This design comes from an exercise in tuning for small area and a short achievable clock period on the open sky130 flow, not from production work. RTL that was checked went through simulation tests only; none was proved equivalent to the original. No activity file was given, so power comes from the tool's default toggle rates.

==> flow/design.v <==
`timescale 1ns/1ns
module fifo(clock,reset,pin,sin,din,pout,dout, TM, SI, S0);
input clock,reset;
input pin, sin;
input [8:0] din;
output pout;
output [8:0] dout;
output S0;
input TM, SI;
reg [4:0]   memw, memr;    
reg         ne;            
reg [8:0]   dq;            
reg [287:0] mem;           
assign pout = ne;
assign S0   = memw[4];
assign dout = dq;
wire full  = ((memw + 5'd1) == memr);
wire write = pin & ~full;
wire pop   = ~sin & ne;
wire [4:0] r1 = memr + 5'd1;
wire [4:0] wt = {memw[3:0], memr[4]};       
wire one    = (memw == r1);                   
wire tne0   = (wt != {memr[3:0], 1'b0});
wire tne1   = (wt != {memr[3:0], 1'b1});
wire tby0   = (memw == {memr[3:0], 1'b0});
wire tby1   = (memw == {memr[3:0], 1'b1});
wire [31:0] wdec = 32'd1 << memw;
integer i;
always @(posedge clock)
  for (i = 0; i < 32; i = i + 1)
    if (write & wdec[i]) mem[9*i +: 9] <= din;
wire [7:0] hn, ht;                   
wire [3:0] ln, lt;                   
genvar e, b;
generate
  for (e = 0; e < 8; e = e + 1) begin : g_hi
    assign hn[e] = (memr[4:2] == e);
    assign ht[e] = (memr[3:1] == e);
  end
  for (e = 0; e < 4; e = e + 1) begin : g_lo
    assign ln[e] = ~TM & (memr[1:0] == e);
    assign lt[e] = TM & ({memr[0], SI} == e);
  end
endgenerate
wire [31:0] sel;
generate
  for (e = 0; e < 32; e = e + 1) begin : g_sel
    fifo_ao22 u (.a1(hn[((e + 31) % 32) / 4]), .a2(ln[(e + 31) % 4]),
                 .b1(ht[e / 4]),               .b2(lt[e % 4]),
                 .x(sel[e]));
  end
endgenerate
wire [8:0] rd;
generate
  for (b = 0; b < 9; b = b + 1) begin : g_rd
    wire [3:0] g;
    for (e = 0; e < 4; e = e + 1) begin : g_grp
      wire [7:0] m;
      genvar k;
      for (k = 0; k < 8; k = k + 1) begin : g_m
        assign m[k] = mem[9*(8*e+k)+b];
      end
      fifo_andor8 u (.s(sel[8*e +: 8]), .m(m), .y(g[e]));
    end
    assign rd[b] = |g;
  end
endgenerate
wire byp = write & (TM ? (SI ? tby1 : tby0) : (pop ? one : ~ne));
always @(posedge clock)
  if (byp | TM | pop) dq <= byp ? din : rd;
always @(posedge clock or posedge reset) begin
  if (reset) begin
    memw <= 5'd0;
    memr <= 5'd0;
    ne   <= 1'b0;
  end else if (TM) begin
    memw <= wt;
    memr <= {memr[3:0], SI};
    ne   <= SI ? tne1 : tne0;
  end else begin
    memw <= memw + {4'd0, write};
    memr <= memr + {4'd0, pop};
    if (write & ~pop)
      ne <= 1'b1;
    else if (pop & ~write)
      ne <= ~one;
  end
end
endmodule
module fifo_ao22(input a1, a2, b1, b2, output x);
  assign x = (a1 & a2) | (b1 & b2);
endmodule
module fifo_andor8(input [7:0] s, input [7:0] m, output y);
  assign y = |(s & m);
endmodule
make LEC_CHECK=0 CAP_MARGIN=20 CORE_MARGIN=2 CORE_UTILIZATION=55 CTS_BUF_LIST='sky130_fd_sc_hd__clkbuf_4 sky130_fd_sc_hd__clkbuf_8' SETUP_SLACK_MARGIN=1.0 SLEW_MARGIN=20 SYNTH_HIERARCHICAL=1 finish   # period 3.5 ns
run.sh (not shown) runs the stock make flow with config.mk's settings and CLKGATE_MAP_FILE= SYNTH_SCRIPT=/design/flow/synth_recipe.tcl, a recipe that flattens the netlist after the stock synthesis.
Change:
==> flow/design.v (replaced) <==
`timescale 1ns/1ns
module fifo(clock,reset,pin,sin,din,pout,dout, TM, SI, S0);
input clock,reset;
input pin, sin;
input [8:0] din;
output pout;
output [8:0] dout;
output S0;
input TM, SI;
reg [4:0]   memw, memr;    
reg         ne;            
reg         full;          
reg [8:0]   dq;            
reg [287:0] mem;           
assign pout = ne;
assign S0   = memw[4];
assign dout = dq;
wire write = pin & ~full;
wire pop   = ~sin & ne;
wire [4:0] r1 = memr + 5'd1;
wire [4:0] wt = {memw[3:0], memr[4]};       
wire one    = (memw == r1);                   
wire thirty = ((memw + 5'd2) == memr);        
wire tne0   = (wt != {memr[3:0], 1'b0});
wire tne1   = (wt != {memr[3:0], 1'b1});
wire tfu0   = ((wt + 5'd1) == {memr[3:0], 1'b0});
wire tfu1   = ((wt + 5'd1) == {memr[3:0], 1'b1});
wire tby0   = (memw == {memr[3:0], 1'b0});
wire tby1   = (memw == {memr[3:0], 1'b1});
wire [31:0] wdec = 32'd1 << memw;
integer i;
always @(posedge clock)
  for (i = 0; i < 32; i = i + 1)
    if (write & wdec[i]) mem[9*i +: 9] <= din;
wire [4:0] rn = ~memr;
wire       tn = ~TM, sn = ~SI;
wire [7:0] hn, ht;                   
wire [3:0] ln, lt;                   
genvar e, b, k;
generate
  for (e = 0; e < 8; e = e + 1) begin : g_hi
    fifo_and3 un (.a(e & 4 ? memr[4] : rn[4]), .b(e & 2 ? memr[3] : rn[3]),
                  .c(e & 1 ? memr[2] : rn[2]), .x(hn[e]));
    fifo_and3 ut (.a(e & 4 ? memr[3] : rn[3]), .b(e & 2 ? memr[2] : rn[2]),
                  .c(e & 1 ? memr[1] : rn[1]), .x(ht[e]));
  end
  for (e = 0; e < 4; e = e + 1) begin : g_lo
    fifo_and3 un (.a(tn), .b(e & 2 ? memr[1] : rn[1]),
                  .c(e & 1 ? memr[0] : rn[0]), .x(ln[e]));
    fifo_and3 ut (.a(TM), .b(e & 2 ? memr[0] : rn[0]),
                  .c(e & 1 ? SI : sn), .x(lt[e]));
  end
endgenerate
wire [31:0] sel;
generate
  for (e = 0; e < 32; e = e + 1) begin : g_sel
    fifo_ao22 u (.a1(hn[((e + 31) % 32) / 4]), .a2(ln[(e + 31) % 4]),
                 .b1(ht[e / 4]),               .b2(lt[e % 4]),
                 .x(sel[e]));
  end
endgenerate
wire byp = write & (TM ? (SI ? tby1 : tby0) : (pop ? one : ~ne));
wire [8:0] dnext;
wire nbyp = ~byp;
generate
  for (b = 0; b < 9; b = b + 1) begin : g_rd
    wire [3:0] g;
    wire [1:0] t;
    wire       bd;
    for (e = 0; e < 4; e = e + 1) begin : g_grp
      wire [7:0] m;
      for (k = 0; k < 8; k = k + 1) begin : g_m
        assign m[k] = mem[9*(8*e+k)+b];
      end
      fifo_andor8 u (.s(sel[8*e +: 8]), .m(m), .y(g[e]));
    end
    fifo_nor2  u0 (.a(g[0]), .b(g[1]), .y(t[0]));
    fifo_nor2  u1 (.a(g[2]), .b(g[3]), .y(t[1]));
    fifo_nor2  u2 (.a(nbyp), .b(din[b]), .y(bd));
    fifo_a31oi u3 (.a1(nbyp), .a2(t[0]), .a3(t[1]), .b1(bd), .y(dnext[b]));
  end
endgenerate
always @(posedge clock)
  if (byp | TM | pop) dq <= dnext;
always @(posedge clock or posedge reset) begin
  if (reset) begin
    memw <= 5'd0;
    memr <= 5'd0;
    ne   <= 1'b0;
    full <= 1'b0;
  end else if (TM) begin
    memw <= wt;
    memr <= {memr[3:0], SI};
    ne   <= SI ? tne1 : tne0;
    full <= SI ? tfu1 : tfu0;
  end else begin
    memw <= memw + {4'd0, write};
    memr <= memr + {4'd0, pop};
    if (write & ~pop) begin
      ne   <= 1'b1;
      full <= thirty;
    end else if (pop & ~write) begin
      ne   <= ~one;
      full <= 1'b0;
    end
  end
end
endmodule
module fifo_and3(input a, b, c, output x);
  assign x = a & b & c;
endmodule
module fifo_nor2(input a, b, output y);
  assign y = ~(a | b);
endmodule
module fifo_a31oi(input a1, a2, a3, b1, output y);
  assign y = ~((a1 & a2 & a3) | b1);
endmodule
module fifo_ao22(input a1, a2, b1, b2, output x);
  assign x = (a1 & a2) | (b1 & b2);
endmodule
module fifo_andor8(input [7:0] s, input [7:0] m, output y);
  assign y = |(s & m);
endmodule
Result: The changed run finished with timing, DRC and antenna clean. Die area is higher by 0.30%. Area after synthesis increases by about 0.3%. Via count decreases by about 7%. Combinational power goes down by 25%. Worst hold slack is better by 0.033 ns. Global-route usage falls by 5.2 points. Worst setup slack gets better by 0.46 ns. Flip-flop and latch count climbs by 1. Maximum frequency rises by about 20%. Power drops by 7.6%. Sequential share of layout area rises by 6.4 points. Wire length fell by about 18%.
For the first run of this note, only the layout was checked, not whether the RTL still works.

* * *

fifo, a different RTL version from the one above (not shown whole).
For scale: about 770 cells after synthesis, roughly 26 I/O pins, roughly 12000 um^2 of cells after synthesis.
==> module fifo, before the edit <==
module fifo(clock,reset,pin,sin,din,pout,dout, TM, SI, S0);
input clock,reset;
input pin, sin;
input [8:0] din;
output pout;
output [8:0] dout;
output S0;
input TM, SI;
reg [4:0]   memw, memr;    
reg         ne;            
reg         full;          
reg         one;           
reg [8:0]   dq;            
reg [287:0] mem;           
assign pout = ne;
assign S0   = memw[4];
assign dout = dq;
wire write = pin & ~full;
wire pop   = ~sin & ne;
wire [4:0] w1 = memw + 5'd1;
wire [4:0] r1 = memr + 5'd1;
wire [4:0] wt = {memw[3:0], memr[4]};       
wire two    = (memw == memr + 5'd2);          
wire thirty = ((memw + 5'd2) == memr);        
wire ton0   = (wt == {memr[3:0], 1'b1});
wire ton1   = (wt == {r1[3:0], 1'b0});
wire tne0   = (wt != {memr[3:0], 1'b0});
wire tne1   = (wt != {memr[3:0], 1'b1});
wire tfu0   = ((wt + 5'd1) == {memr[3:0], 1'b0});
wire tfu1   = ((wt + 5'd1) == {memr[3:0], 1'b1});
wire tby0   = (memw == {memr[3:0], 1'b0});
wire tby1   = (memw == {memr[3:0], 1'b1});
wire [31:0] wdec = 32'd1 << memw;
integer i;
always @(posedge clock)
  for (i = 0; i < 32; i = i + 1)
    if (write & wdec[i]) mem[9*i +: 9] <= din;
wire [4:0] rn = ~memr;
wire       tn = ~TM, sn = ~SI;
wire [7:0] hn, ht;                   
wire [3:0] ln, lt;                   
genvar e, b, k;
generate
  for (e = 0; e < 8; e = e + 1) begin : g_hi
    fifo_and3 un (.a(e & 4 ? memr[4] : rn[4]), .b(e & 2 ? memr[3] : rn[3]),
                  .c(e & 1 ? memr[2] : rn[2]), .x(hn[e]));
    fifo_and3 ut (.a(e & 4 ? memr[3] : rn[3]), .b(e & 2 ? memr[2] : rn[2]),
                  .c(e & 1 ? memr[1] : rn[1]), .x(ht[e]));
  end
  for (e = 0; e < 4; e = e + 1) begin : g_lo
    fifo_and3 un (.a(tn), .b(e & 2 ? memr[1] : rn[1]),
                  .c(e & 1 ? memr[0] : rn[0]), .x(ln[e]));
    fifo_and3 ut (.a(TM), .b(e & 2 ? memr[0] : rn[0]),
                  .c(e & 1 ? SI : sn), .x(lt[e]));
  end
endgenerate
wire [31:0] sel;
generate
  for (e = 0; e < 32; e = e + 1) begin : g_sel
    fifo_ao22 u (.a1(hn[((e + 31) % 32) / 4]), .a2(ln[(e + 31) % 4]),
                 .b1(ht[e / 4]),               .b2(lt[e % 4]),
                 .x(sel[e]));
  end
endgenerate
wire byp = write & (TM ? (SI ? tby1 : tby0) : (pop ? one : ~ne));
wire ld  = byp | TM | pop;        
wire nbyp = ~byp;
wire rdl = nbyp & (TM | pop);     
wire [8:0] dnext;
generate
  for (b = 0; b < 9; b = b + 1) begin : g_rd
    wire [3:0] g;
    wire [1:0] t;
    wire       h;
    for (e = 0; e < 4; e = e + 1) begin : g_grp
      wire [7:0] m;
      for (k = 0; k < 8; k = k + 1) begin : g_m
        assign m[k] = mem[9*(8*e+k)+b];
      end
      fifo_andor8 u (.s(sel[8*e +: 8]), .m(m), .y(g[e]));
    end
    fifo_nor2   u0 (.a(g[0]), .b(g[1]), .y(t[0]));
    fifo_nor2   u1 (.a(g[2]), .b(g[3]), .y(t[1]));
    fifo_o22ai  u2 (.a1(ld), .a2(dq[b]), .b1(nbyp), .b2(din[b]), .y(h));
    fifo_a31oi  u3 (.a1(rdl), .a2(t[0]), .a3(t[1]), .b1(h), .y(dnext[b]));
  end
endgenerate
always @(posedge clock)
  dq <= dnext;
always @(posedge clock or posedge reset) begin
  if (reset) begin
    memw <= 5'd0;
    memr <= 5'd0;
    ne   <= 1'b0;
    full <= 1'b0;
    one  <= 1'b0;
  end else if (TM) begin
    memw <= wt;
    memr <= {memr[3:0], SI};
    ne   <= SI ? tne1 : tne0;
    full <= SI ? tfu1 : tfu0;
    one  <= SI ? ton1 : ton0;
  end else begin
    memw <= write ? w1 : memw;
    memr <= pop ? r1 : memr;
    if (write & ~pop) begin
      ne   <= 1'b1;
      full <= thirty;
      one  <= ~ne;
    end else if (pop & ~write) begin
      ne   <= ~one;
      full <= 1'b0;
      one  <= two;
    end
  end
end
endmodule
clock: 3.5 ns
lec_check: 0
cap_margin: 20
core_margin: 2
core_utilization: 65
setup_slack_margin: 1.5
slew_margin: 20
synth_hierarchical: 1
standard.sh (not shown) runs the stock make flow with config.mk's settings and CLKGATE_MAP_FILE= SYNTH_SCRIPT=/design/flow/synth_recipe.tcl, a recipe that flattens the netlist after the stock synthesis.
==> flow/flow/run.sh <==
#!/bin/bash
# Layout flow: the standard ORFS flow (standard.sh), with two changes:
#  - the port buffers are plain buf_2 cells instead of the delay cells
#    buffer_ports picks by default;
#  - the clock tree uses larger sink clusters and no dummy loads.
# make's full output goes to flow.log in the work folder; ORFS keeps each
# step's own log under orfs/logs/.
set -euo pipefail
export BUFFER_PORTS_ARGS="-buffer_cell sky130_fd_sc_hd__buf_2"
export CTS_ARGS="-sink_clustering_enable -repair_clock_nets -dont_use_dummy_load -sink_clustering_size 30 -sink_clustering_max_diameter 80 -buf_list {sky130_fd_sc_hd__clkbuf_8 sky130_fd_sc_hd__clkbuf_16}"
bash standard.sh > flow.log 2>&1
Next try:
--- a/flow/design.v
+++ b/flow/design.v
@@ -22,14 +22,8 @@
 wire [4:0] r1 = memr + 5'd1;
 wire [4:0] wt = {memw[3:0], memr[4]};       
-wire two    = (memw == memr + 5'd2);          
-wire thirty = ((memw + 5'd2) == memr);        
-wire ton0   = (wt == {memr[3:0], 1'b1});
-wire ton1   = (wt == {r1[3:0], 1'b0});
-wire tne0   = (wt != {memr[3:0], 1'b0});
-wire tne1   = (wt != {memr[3:0], 1'b1});
-wire tfu0   = ((wt + 5'd1) == {memr[3:0], 1'b0});
-wire tfu1   = ((wt + 5'd1) == {memr[3:0], 1'b1});
 wire tby0   = (memw == {memr[3:0], 1'b0});
 wire tby1   = (memw == {memr[3:0], 1'b1});
+wire [4:0] w_nx = TM ? wt : (write ? w1 : memw);
+wire [4:0] r_nx = TM ? {memr[3:0], SI} : (pop ? r1 : memr);
 wire [31:0] wdec = 32'd1 << memw;
 integer i;
@@ -96,22 +90,10 @@
     full <= 1'b0;
     one  <= 1'b0;
-  end else if (TM) begin
-    memw <= wt;
-    memr <= {memr[3:0], SI};
-    ne   <= SI ? tne1 : tne0;
-    full <= SI ? tfu1 : tfu0;
-    one  <= SI ? ton1 : ton0;
   end else begin
-    memw <= write ? w1 : memw;
-    memr <= pop ? r1 : memr;
-    if (write & ~pop) begin
-      ne   <= 1'b1;
-      full <= thirty;
-      one  <= ~ne;
-    end else if (pop & ~write) begin
-      ne   <= ~one;
-      full <= 1'b0;
-      one  <= two;
-    end
+    memw <= w_nx;
+    memr <= r_nx;
+    ne   <= (w_nx != r_nx);
+    full <= (w_nx + 5'd1 == r_nx);
+    one  <= (w_nx == r_nx + 5'd1);
   end
 end
After rerunning: Combinational power rises by 36%; synthesized cell count falls by 2.6%; worst setup slack gets worse by 0.15 ns; critical path depth rises by 2; hold slack gets better by 0.021 ns.
Only the layout flow was run in the second run of this note; the RTL was not checked for function there.

separate check: timing with driven ports:
The flow's constraints put no driver on any port. The routed layouts listed below were extracted and timed again, unchanged, in two steps.
Step 1 sets driving cells, clkbuf_16 on the clock port and buf_2 on the other inputs (assumed; they add their load-dependent delay and slew).
Step 2, shift: input delay + t, output delay - t, t = (earliest + latest rising clock arrival at the registers) / 2. This alone moves slack from input paths to output paths.
a / b / c = ideal / step 1 / step 2; a / b = the first two.
run | t (ns) | setup WS [ns] | hold WS [ns] | slew at the worst register clock pin (ns) | worst data-port slew with drivers (ns)
the first run of note 1 | 0.619 | 0.631 / 0.631 / 0.083 | 0.458 / 0.436 / 0.761 | 0.07 / 0.07 | 0.06
the second run of note 1 | 0.603 | 1.092 / 1.054 / 0.610 | 0.490 / 0.467 / 0.556 | 0.07 / 0.07 | 0.04
the first run of note 2 | 0.522 | 1.446 / 1.446 / 0.958 | 0.240 / 0.210 / 0.568 | 0.11 / 0.11 | 0.03
the second run of note 2 | 0.524 | 1.294 / 1.294 / 0.851 | 0.261 / 0.235 / 0.575 | 0.11 / 0.11 | 0.03
After both steps setup and hold are still met in every run listed. For the first run of note 1, which loses most, drivers alone change the setup slack by 0.000 ns; drivers and shift together by -0.548 ns.
